Background: an optimization exercise with open tools, aiming at small area. Do not read the settings as production practice.
In this exercise RTL edits were held to simulation tests only and were not proved equivalent to the original.

$ cat flow/config.mk
export PLATFORM = sky130hd
export DESIGN_NAME = dct_top
export DESIGN_NICKNAME = dct_top
export VERILOG_FILES = /design/flow/design.v
export SDC_FILE = /design/flow/constraint.sdc
export NUM_CORES = 4
export LEC_CHECK = 0
export CAP_MARGIN = 20
export CORE_MARGIN = 2
export CORE_UTILIZATION = 40
export SLEW_MARGIN = 20
$ cat flow/design.v
module rca #(parameter W = 8) (
    input  [W-1:0] a, b,
    input          ci,
    output [W-1:0] s
);
wire [W:0] c;
assign c[0] = ci;
genvar i;
generate for (i = 0; i < W; i = i + 1) begin : g
    assign s[i]   = a[i] ^ b[i] ^ c[i];
    assign c[i+1] = (a[i] & b[i]) | (c[i] & (a[i] ^ b[i]));
end endgenerate
endmodule
module dct_1d
#(  parameter BWi = 8,
    parameter BWo = BWi + 2)
(
    input  [BWi-1:0] x0, x1, x2, x3, x4, x5, x6, x7,
    output [BWo-1:0] y0, y1, y2, y3, y4, y5, y6, y7
);
localparam N = BWi;
localparam W = BWi + 4;
wire [N:0] v0, v1, v2, v3, v4, v5, v6, v7;
rca #(N+1) a0 ({x0[N-1], x0}, { x7[N-1],  x7}, 1'b0, v0);
rca #(N+1) a1 ({x1[N-1], x1}, { x6[N-1],  x6}, 1'b0, v1);
rca #(N+1) a2 ({x2[N-1], x2}, { x5[N-1],  x5}, 1'b0, v2);
rca #(N+1) a3 ({x3[N-1], x3}, { x4[N-1],  x4}, 1'b0, v3);
rca #(N+1) a4 ({x3[N-1], x3}, ~{x4[N-1], x4}, 1'b1, v4);
rca #(N+1) a5 ({x2[N-1], x2}, ~{x5[N-1], x5}, 1'b1, v5);
rca #(N+1) a6 ({x1[N-1], x1}, ~{x6[N-1], x6}, 1'b1, v6);
rca #(N+1) a7 ({x0[N-1], x0}, ~{x7[N-1], x7}, 1'b1, v7);
wire [N+1:0] v8, v9, v10, v11, t, vv13, v14;
rca #(N+2) b8  ({v0[N], v0}, { v3[N], v3}, 1'b0, v8);
rca #(N+2) b9  ({v1[N], v1}, { v2[N], v2}, 1'b0, v9);
rca #(N+2) b10 ({v1[N], v1}, ~{v2[N], v2}, 1'b1, v10);
rca #(N+2) b11 ({v0[N], v0}, ~{v3[N], v3}, 1'b1, v11);
rca #(N+2) b12 ({v4[N], v4}, { v5[N], v5}, 1'b0, t);
rca #(N+2) b13 ({v5[N], v5}, { v6[N], v6}, 1'b0, vv13);
rca #(N+2) b14 ({v6[N], v6}, { v7[N], v7}, 1'b0, v14);
wire [N+2:0] v15, v16, vv17, vv18;
rca #(N+3) c15 ({v8[N+1],  v8},  { v9[N+1], v9},  1'b0, v15);
rca #(N+3) c16 ({v8[N+1],  v8},  ~{v9[N+1], v9},  1'b1, v16);
rca #(N+3) c17 ({v10[N+1], v10}, { v11[N+1], v11}, 1'b0, vv17);
rca #(N+3) c18 ({v14[N+1], v14}, ~{t[N+1], t},    1'b1, vv18);
wire [N+2:0] s13;
rca #(N+3) d13 ({vv13[N+1], vv13}, {{2{vv13[N+1]}}, vv13[N+1:1]}, 1'b0, s13);
wire [W-1:0] v13 = {{2{s13[N+2]}}, s13[N+2:1]};
wire [W-1:0] e17 = {vv17[N+2], vv17};
wire [W-1:0] m17;
rca #(W-1) d17 (e17[W-1:1], e17[W-2:0], 1'b0, m17[W-1:1]);
assign m17[0] = e17[0];
wire [W-1:0] v17 = {{2{m17[W-1]}}, m17[W-1:2]};
wire [W-1:0] e18 = {vv18[N+2], vv18};
wire [W-1:0] m18;
rca #(W-1) d18 (e18[W-1:1], e18[W-2:0], 1'b0, m18[W-1:1]);
assign m18[0] = e18[0];
wire [W-1:0] v18 = {{3{m18[W-1]}}, m18[W-1:3]};
wire [W-1:0] th = {{3{t[N+1]}}, t[N+1:1]};
wire [W-1:0] v19;
rca #(W) d19 (th, ~v18, 1'b1, v19);
wire [W-1:0] e14 = {{2{v14[N+1]}}, v14};
wire [W-3:0] p20, q20;
rca #(W-2) d20a (e14[W-3:0], ~v18[W-3:0], 1'b1, p20);
rca #(W-2) d20b (p20, e14[W-1:2], 1'b0, q20);
wire [W-1:0] v20 = {{2{q20[W-3]}}, q20};
wire [W-1:0] e11 = {{2{v11[N+1]}}, v11};
wire [W-1:0] e7  = {{3{v7[N]}}, v7};
wire [W-1:0] v21, v22, v23, v24;
rca #(W) f21 (v17, e11, 1'b0, v21);
rca #(W) f22 (e11, ~v17, 1'b1, v22);
rca #(W) f23 (v13, e7, 1'b0, v23);
rca #(W) f24 (e7, ~v13, 1'b1, v24);
wire [W-1:0] v25, v26, v27, v28;
rca #(W) g25 (v19, v24, 1'b0, v25);
rca #(W) g26 (v23, v20, 1'b0, v26);
rca #(W) g27 (v23, ~v20, 1'b1, v27);
rca #(W) g28 (v24, ~v19, 1'b1, v28);
assign y1 = {v26[W-1], v26[BWo-1:1]};
assign y2 = {v21[W-1], v21[BWo-1:1]};
wire [W-1:0] m3;
rca #(W-2) h3 (v28[W-1:2], v28[W-3:0], 1'b0, m3[W-1:2]);
assign m3[1:0] = v28[1:0];
assign y3 = {m3[W-1], m3[BWo+1:3]};
wire [W-1:0] e16 = {v16[N+2], v16};
wire [W-1:0] m4;
rca #(W-1) h4 (e16[W-1:1], e16[W-2:0], 1'b0, m4[W-1:1]);
assign m4[0] = e16[0];
assign y4 = {m4[W-1], m4[BWo:2]};
wire [W-1:0] m5;
rca #(W) h5 ({v25[W-4:0], 3'b000}, ~v25, 1'b1, m5);
assign y5 = {m5[W-1], m5[BWo+1:3]};
wire [W-1:0] m6;
rca #(W-2) h6 (v22[W-1:2], v22[W-3:0], 1'b0, m6[W-1:2]);
assign m6[1:0] = v22[1:0];
assign y6 = {m6[W-1], m6[BWo:2]};
wire [W-1:0] m7;
rca #(W-2) h7 (v27[W-1:2], v27[W-3:0], 1'b0, m7[W-1:2]);
assign m7[1:0] = v27[1:0];
assign y7 = {m7[W-1], m7[BWo-1:1]};
assign y0 = v15[N+2:1];
endmodule
module dct_top(
    output [11:0] dct_data_out,
    input  [7:0]  dct_data_in,
    input  clk, rst, enb
);
localparam NP = 90;             
reg  [7:0]  P [0:NP-1];
reg  [11:0] B [0:55];           
reg  [9:0]  T [56:63];          
reg  [5:0]  ph;                 
wire row_ins = (ph[2:0] == 3'd1);           
wire conv    = (ph >= 6'd18) && (ph <= 6'd25);   
wire [9:0] r0, r1, r2, r3, r4, r5, r6, r7;
wire [11:0] c0, c1, c2, c3, c4, c5, c6, c7;
dct_1d #(.BWi(8)) ROW (
    .x0(P[89]), .x1(P[88]), .x2(P[87]), .x3(P[86]),
    .x4(P[85]), .x5(P[84]), .x6(P[83]), .x7(P[82]),
    .y0(r0), .y1(r1), .y2(r2), .y3(r3), .y4(r4), .y5(r5), .y6(r6), .y7(r7));
dct_1d #(.BWi(10)) COL (
    .x0(B[0][9:0]),  .x1(B[8][9:0]),  .x2(B[16][9:0]), .x3(B[24][9:0]),
    .x4(B[32][9:0]), .x5(B[40][9:0]), .x6(B[48][9:0]), .x7(T[56]),
    .y0(c0), .y1(c1), .y2(c2), .y3(c3), .y4(c4), .y5(c5), .y6(c6), .y7(c7));
assign dct_data_out = conv ? c0 : B[0];
integer i;
always @(posedge clk) begin
    if (rst) ph <= 6'd0;
    else if (enb) ph <= ph + 6'd1;
    if (rst) P[0] <= 8'd0;
    else P[0] <= dct_data_in;
    for (i = 1; i < NP; i = i + 1) P[i] <= P[i-1];
    for (i = 0; i < 55; i = i + 1) B[i] <= B[i+1];
    B[55] <= {2'b00, T[56]};
    for (i = 56; i < 63; i = i + 1) T[i] <= T[i+1];
    if (conv) begin
        B[7]  <= c1;
        B[15] <= c2;
        B[23] <= c3;
        B[31] <= c4;
        B[39] <= c5;
        B[47] <= c6;
        B[55] <= c7;
    end
    if (row_ins) begin
        T[56] <= r0; T[57] <= r1; T[58] <= r2; T[59] <= r3;
        T[60] <= r4; T[61] <= r5; T[62] <= r6;
    end
    T[63] <= r7;
end
endmodule
$ cat flow/constraint.sdc
create_clock -name core_clock -period 12.0 [get_ports {clk}]
set_input_delay 2.4000 -clock core_clock [delete_from_list [all_inputs] [get_ports {clk}]]
set_output_delay 2.4000 -clock core_clock [all_outputs]
set_load 0.01 [all_outputs]
$ cat flow/run.sh
#!/bin/bash
# synth_recipe.tcl (not shown) runs the flow's synth.tcl, then flattens the netlist and writes it again
# the make line also repeats each setting of config.mk as NAME=value (left out here)
make -C /OpenROAD-flow-scripts/flow DESIGN_CONFIG=/design/flow/config.mk WORK_HOME=/design/flow/orfs CLKGATE_MAP_FILE= SYNTH_SCRIPT=/design/flow/synth_recipe.tcl finish
==> out/metrics.yaml <==
outcome: "finished clean"
synth_edf_count: 0
cp_max_fo: 5
drcViolationCount: 0
fin_cells: 5469
fin_crit_sh_pct: 93.7
max_freq_ghz: 0.0889
cts_tree: "built"
cpMaxStageDelayCell: "fa_1"
period_needed_ps: 11250
critPathKind: "reg -> reg"
drive_gt1_share_pct: 6.08
drtPass1Iterations: 5
tightest_slew_ps: 869
antenna_found_initial: 1
dp_cells: 5214
synthArstFlopShare_pct: 0
place_area_mm2: 0.0526
hpwl_um: 58600
path_clk_slew_ps: 60
die_area_mm2: 0.129
yosysSeqAreaShare_pct: 58.7
slew_viol_final: 0
io_buffers: 22
area_delta_synth_final_pct: 13.9
die_w_um: 359
crit_arrival_ps: 11840
gp_congestion: 0.833
cap_viol_max_count: 0
clock_latency_ps: 750
num_io_pins: 23
wl_um: 75500
ys_ff_latch: 1478
hold_violations: 0
chipHeight_um: 359
synth_nets: 4389
cts_hold_buf: 0
synth_warnings: 7
numCtsBuffers: 139
grt_util_all_layers_pct: 12.7
cp.required_ps: 12590
grt_max_degree: 79
grt_pass1_wl_um: 127000
vias: 21700
setup_violations: 0
fin_skew_ps: 26.2
rsz0062_at_grt: "no"
critPathCaptureType: "flop"
cts_root_buffer: "clkbuf_16"
grt_overflow: 0
nets: 4521
drtIter0Drc: 718
setup_tns_ps: 0
viasPerCell: 3.97
htreeDepth: 4
grt_pass1_vias: 24100
netlist_instances: 3573
preCtsSetupSlack_ps: 674
cts.path.max_buffers: 3
ant_nets: 0
post_cts_buffers: 0
crit_path_start_kind: "flop"
slew_headroom_pct: 42.1
max_stage_delay_ps: 550
avgSynthCellArea_um2: 14.1
wl_per_cell_um: 13.8
synth_ff_type: "dfxtp_1"
initial_core_util_pct: 40.2
synth.distinct_cells: 32
clock-sinks: 1478
hold_path_class: "reg -> reg"
rows: 130
syn-cell-area_mm2: 0.0504
stdcell_area_mm2: 0.0574
core-area_mm2: 0.125
crit_top_cell: "fa_1"
cts_resized: 0
setup_slack_ps: 750
-- metrics by stage --
step	util (%)	hold WS (ps)
final	45.8	308
after detailed placement	41.9	312
after floorplan	-	310
after global routing	45.8	316
after global placement	41.9	310
after CTS	45.8	311
-- Yosys cell counts (4+ instances only) --
library cell / instances / share of area (%)
inv_1: 714 / 5.3
o21ai_1: 38 / 0.38
xor2_1: 9 / 0.16
dfxtp_1: 1478 / 59
nand2b_1: 4 / 0.050
xnor2_1: 60 / 1.0
ha_1: 110 / 2.7
clkbuf_1: 22 / 0.16
a21oi_1: 9 / 0.089
fa_1: 695 / 28
nand2_1: 286 / 2.1
buf_2: 10 / 0.099
nor2_1: 15 / 0.11
o21ai_0: 63 / 0.63
a21o_1: 26 / 0.39
nor2b_1: 10 / 0.12
-- worst paths after layout --
| kind | slack, ps | cells past startpoint | to | start |
|---|---|---|---|---|
| hold / removal | 310 | 0 | B[25][0] | B[26][0] |
| hold reg to reg | 310 | 0 | B[25][0] | B[26][0] |
| setup reg to reg | 750 | 42 | B[55][11] | B[0][0] |
| setup / recovery | 750 | 42 | B[55][11] | B[0][0] |
-- per-layer routing --
layer | vias up | GRT usage, % | wire, um | share of wire (%)
li1 | 10600 | - | - | -
met1 | 10700 | 16.2 | 34200 | 45
met2 | 230 | 21.3 | 36800 | 49
met3 | 122 | 2.53 | 2390 | 3.2
met4 | 2 | 4.72 | 2060 | 2.7
met5 | - | 0 | 11 | 0.015
-- registers in the layout (all words and copies together) (netlist names) --
name / cells
B: 672
P: 720
ph: 6
T: 80
-- critical path, delay by kind of cell, from the launching register on --
kind	cells	cell delay, ps
DFF	1	330
xor gates and xnor gates	6	990
buffers and inverters	6	460
adders and majority gates	23	8260
and+or+nand+nor	1	60
AOI/OAI and AO/OA	6	1030
-- layout by cell type (no fill, tap or decap), types with 2 or more instances in the layout --
master,Yosys,final
o21ai_0,63,63
o21ai_1,38,38
nand4_1,2,2
bufinv_16,0,12
nor2_1,15,15
xnor2_1,60,60
a21oi_1,9,9
ha_1,110,110
a31oi_1,2,2
xor2_1,9,9
clkinvlp_4,0,7
or2_2,2,2
buf_4,0,5
a21o_1,26,26
fa_1,695,695
o21bai_1,3,3
inv_8,0,2
clkinv_16,0,6
clkbuf_16,0,140
clkbuf_1,22,32
nor2b_1,10,9
dfxtp_1,1478,1478
o21a_1,2,2
inv_1,714,714
inv_6,0,10
nand2_1,286,286
clkdlybuf4s50_1,0,22
clkinv_8,0,3
clkinv_2,0,12
clkbuf_8,0,24
nand2b_1,4,3
clkinv_4,0,5
-- cell families (layout without fill, tap and decap cells) --
kind of cell,count (synthesis),in the layout,share of synthesized area (%)
flip-flops,1478,1478,58.7
buffers and inverters,750,995,5.65
adder cells (fa/ha/maj),805,805,30.3
other,0,1,0
XOR/XNOR,69,69,1.20
multiplexers,1,1,0.0198
AO/OA/AOI/OAI,143,143,1.58
AND/OR/NAND/NOR,327,327,2.58
-- cell type report --
class / count / area (um^2)
sequential: 1478 / 29600
clock buffer: 196 / 3950
tap: 1650 / 2060
clock inverter: 58 / 876
fill: 11100 / 68000
inverter: 714 / 2680
multi-input combinational: 1345 / 18000
antenna: 1 / 2.50
timing repair buffer: 27 / 258

-- what the ideal ports hide --
How much do the figures lean on ideal ports? The routed layout below was timed once more, with nothing changed but the port constraints.
Step 1 (the two cells are an assumption about what drives the block):
set clk [get_ports {clk}]
set_driving_cell -lib_cell sky130_fd_sc_hd__clkbuf_16 $clk
set_driving_cell -lib_cell sky130_fd_sc_hd__buf_2 [delete_from_list [all_inputs] $clk]
Step 2 adds t to the input delays and takes it off the output delays; t is the mean of the earliest and latest rising clock arrival at the registers after step 1. Input paths then give back, and output paths get back, about the clock's delay inside the block.
Slacks: no drivers / after step 1 / after step 2; pairs: no drivers / after step 1.
t (ns): 0.808
slack for setup (ns): 0.750 / 0.750 / 0.750
worst setup path after step 2: register to register
latest minus earliest clock arrival (ns): 0.035 / 0.035
worst slew at a driven data input, ns: 0.08
After both steps this run still meets setup and hold. For this run, drivers alone change the setup slack by 0.000 ns; drivers and shift together by 0.000 ns.
